Background: an optimization exercise with open tools, aiming at small area. Do not read the settings as production practice. Only simulation tests tie the RTL to the original design; equivalence was not proved. Power is estimated from default activity; no workload was simulated.

// bop_it
module bop_it(
	input clk,
	input rst,
	input [7:0] sw,
	input [4:0] btns,
	output [7:0] leds,
	output [6:0] ssd_digit,
	output [3:0] ssd_select
	);
Size: ~960 cells after synthesis, roughly 120 flip-flops, ~34 I/O pins.
export LEC_CHECK = 0
export ABC_AREA = 1
export CAP_MARGIN = 20
export CORE_MARGIN = 2
export CORE_UTILIZATION = 40
export SLEW_MARGIN = 20
create_clock -name core_clock -period 80.0 [get_ports {clk}]
run.sh (not shown) runs the stock make flow with config.mk's settings and CLKGATE_MAP_FILE= SYNTH_SCRIPT=/design/flow/synth_recipe.tcl, a recipe that flattens the netlist after the stock synthesis.
Edit:
==> flow/flow/run.sh (new file) <==
#!/bin/bash
# Standard ORFS layout with smaller port buffers and clock buffers and no CTS dummy loads.
set -euo pipefail
export BUFFER_PORTS_ARGS="-buffer_cell sky130_fd_sc_hd__buf_1"
export CTS_ARGS="-sink_clustering_enable -repair_clock_nets -buf_list sky130_fd_sc_hd__clkbuf_4 -root_buf sky130_fd_sc_hd__clkbuf_4 -sink_clustering_size 40 -sink_clustering_max_diameter 200 -dont_use_dummy_load"
bash standard.sh > standard.log 2>&1
==> flow/standard.sh (new file) <==
#!/bin/bash
# synth_recipe.tcl (not shown) runs the flow's synth.tcl, then flattens the netlist and writes it again
# the make line also repeats each setting of config.mk as NAME=value (left out here)
make -C /OpenROAD-flow-scripts/flow DESIGN_CONFIG=/design/flow/config.mk WORK_HOME=/design/flow/orfs CLKGATE_MAP_FILE= SYNTH_SCRIPT=/design/flow/synth_recipe.tcl "${@:-finish}"
removed: flow/run.sh
After rerunning:
- utilization came out lower by 3.9 points
- via count came out lower by 1.8%
- hold slack loses 0.0097 ns
- total power came out lower by 28%
- die area stays the same
- first-iteration DRC count came out lower by 11%
Edit:
==> flow/flow/run.sh (replaced) <==
#!/bin/bash
# Standard ORFS layout with smaller port buffers and clock buffers and no CTS dummy loads.
set -euo pipefail
export BUFFER_PORTS_ARGS="-buffer_cell sky130_fd_sc_hd__buf_1"
export CTS_ARGS="-sink_clustering_enable -repair_clock_nets -buf_list sky130_fd_sc_hd__clkbuf_8 -root_buf sky130_fd_sc_hd__clkbuf_8 -dont_use_dummy_load"
bash standard.sh > standard.log 2>&1
Non-clock buffer count does not change.
Hold slack hardly moves.
Cell area came out higher by about 1.4%.
Power increases by 7.5%.
Cell count is unchanged.
Wire length hardly moves.
Clock skew is lower by 0.010 ns.
Setup slack gets better by 0.10 ns.

run 1:
Another version of the RTL of bop_it (not shown whole).
Size: ~630 cells after synthesis, ~0.0049 mm^2 of cells after synthesis.
Settings: LEC_CHECK=0, ABC_AREA=1, CAP_MARGIN=20, CORE_MARGIN=2, CORE_UTILIZATION=40, GPL_TIMING_DRIVEN=0, SLEW_MARGIN=20; clock period 80.0 ns.
standard.sh (not shown) runs the stock make flow with config.mk's settings and CLKGATE_MAP_FILE= SYNTH_SCRIPT=/design/flow/synth_recipe.tcl, a recipe that flattens the netlist after the stock synthesis.
==> flow/flow/run.sh <==
#!/bin/bash
# The standard ORFS layout (standard.sh), with four changes that only affect area:
#  * no ADDER_MAP_FILE, so Yosys does not turn XOR/AND pairs into half-adder
#    cells ahead of ABC and ABC maps all the combinational logic;
#  * ABC restructures the combinational logic with &deepsyn and maps it for
#    area only (no buffering or upsizing; the clock period is 80 ns), from a
#    copy of ORFS's scripts folder;
#  * port buffers are sky130_fd_sc_hd__buf_1;
#  * CTS uses clkbuf_8 buffers and no dummy loads.
# Registers are untouched: synthesis is synth_recipe.tcl / ORFS synth.tcl up to
# the same dfflibmap; only the adder step and the ABC script differ.
set -euo pipefail
cp -r "$FLOW_HOME/scripts" ./scripts_area
printf 'strash\n&get -n\n&st\n&deepsyn -T 30\n&put\ndch -f\namap\ntopo\nstime -c\n' > ./scripts_area/abc_area.script
export BUFFER_PORTS_ARGS="-buffer_cell sky130_fd_sc_hd__buf_1"
export CTS_ARGS="-sink_clustering_enable -repair_clock_nets -buf_list sky130_fd_sc_hd__clkbuf_8 -root_buf sky130_fd_sc_hd__clkbuf_8 -dont_use_dummy_load"
bash standard.sh SCRIPTS_DIR="$PWD/scripts_area" ADDER_MAP_FILE= finish > standard.log 2>&1
## Diff of input files: run 2 against run 1
Settings: removing GPL_TIMING_DRIVEN (formerly 0).
Run 2: PASS, flow complete, no timing, DRC or antenna violations. ~same multi-input gate share of the layout cell area in run 1 and run 2. Between run 1 and run 2, the difference in overall routing resource usage is negligible. Power attributed to combinational cells of run 2 exceeds that of run 1 slightly. Changes observed in run 2 relative to run 1: total core area flat, arrival time at the worst endpoint down 0.26 ns, final critical-path setup slack up 0.27 ns, final weighted congestion in routability-driven placement down about 0.8%. Comparing run 1 and run 2, the lower worst clock skew on the final layout is on run 2. For cell-internal power, run 1 and run 2 come out practically identical. Comparing run 1 against run 2, there is no change at all in starting density of the core.
> inputs changed (run 2 -> run 3)
-- flow/flow/run.sh --
<<< run 2, line 9
#  * CTS uses clkbuf_8 buffers and no dummy loads.
>>> run 3, line 9
#  * CTS uses clkbuf_4 buffers and no dummy loads.
==> run notes <==
Run 3 and run 2 ended up with roughly the same net switching fraction of the power.
Run 3 -> run 2: initial antenna violation count flat
Critical path depth: run 2 vs run 3 identical

-- what the ideal ports hide --
The flow's constraints put no driver on any port. The routed layouts listed below were extracted and timed again, unchanged, in two steps.
Step 1 sets driving cells, clkbuf_16 on the clock port and buf_2 on the other inputs (assumed; they add their load-dependent delay and slew).
Step 2 times the ports against the registers' clock, not the clock port: input delays grow and output delays shrink by t, the midpoint of the rising clock arrivals with the driver on.
Slacks: ideal ports / drivers / drivers and shift; pairs: ideal ports / drivers.
run | t (ns) | setup slack, ns | worst setup path at the end | latest minus earliest clock arrival (ns) | worst data-port slew with drivers (ns)
the first run of note 1 | 0.465 | 60.038 / 59.993 / 60.458 | register to output | 0.008 / 0.008 | 0.04
the second run of note 1 | 0.535 | 60.333 / 60.301 / 60.836 | register to output | 0.036 / 0.036 | 0.03
the third run of note 1 | 0.456 | 60.433 / 60.397 / 60.853 | register to output | 0.026 / 0.025 | 0.03
run 1 | 0.402 | 60.047 / 60.010 / 60.413 | register to output | 0.031 / 0.031 | 0.03
run 2 | 0.413 | 60.312 / 60.276 / 60.690 | register to output | 0.018 / 0.019 | 0.03
run 3 | 0.413 | 60.312 / 60.276 / 60.690 | register to output | 0.018 / 0.019 | 0.03
After both steps setup and hold are still met in every run listed.
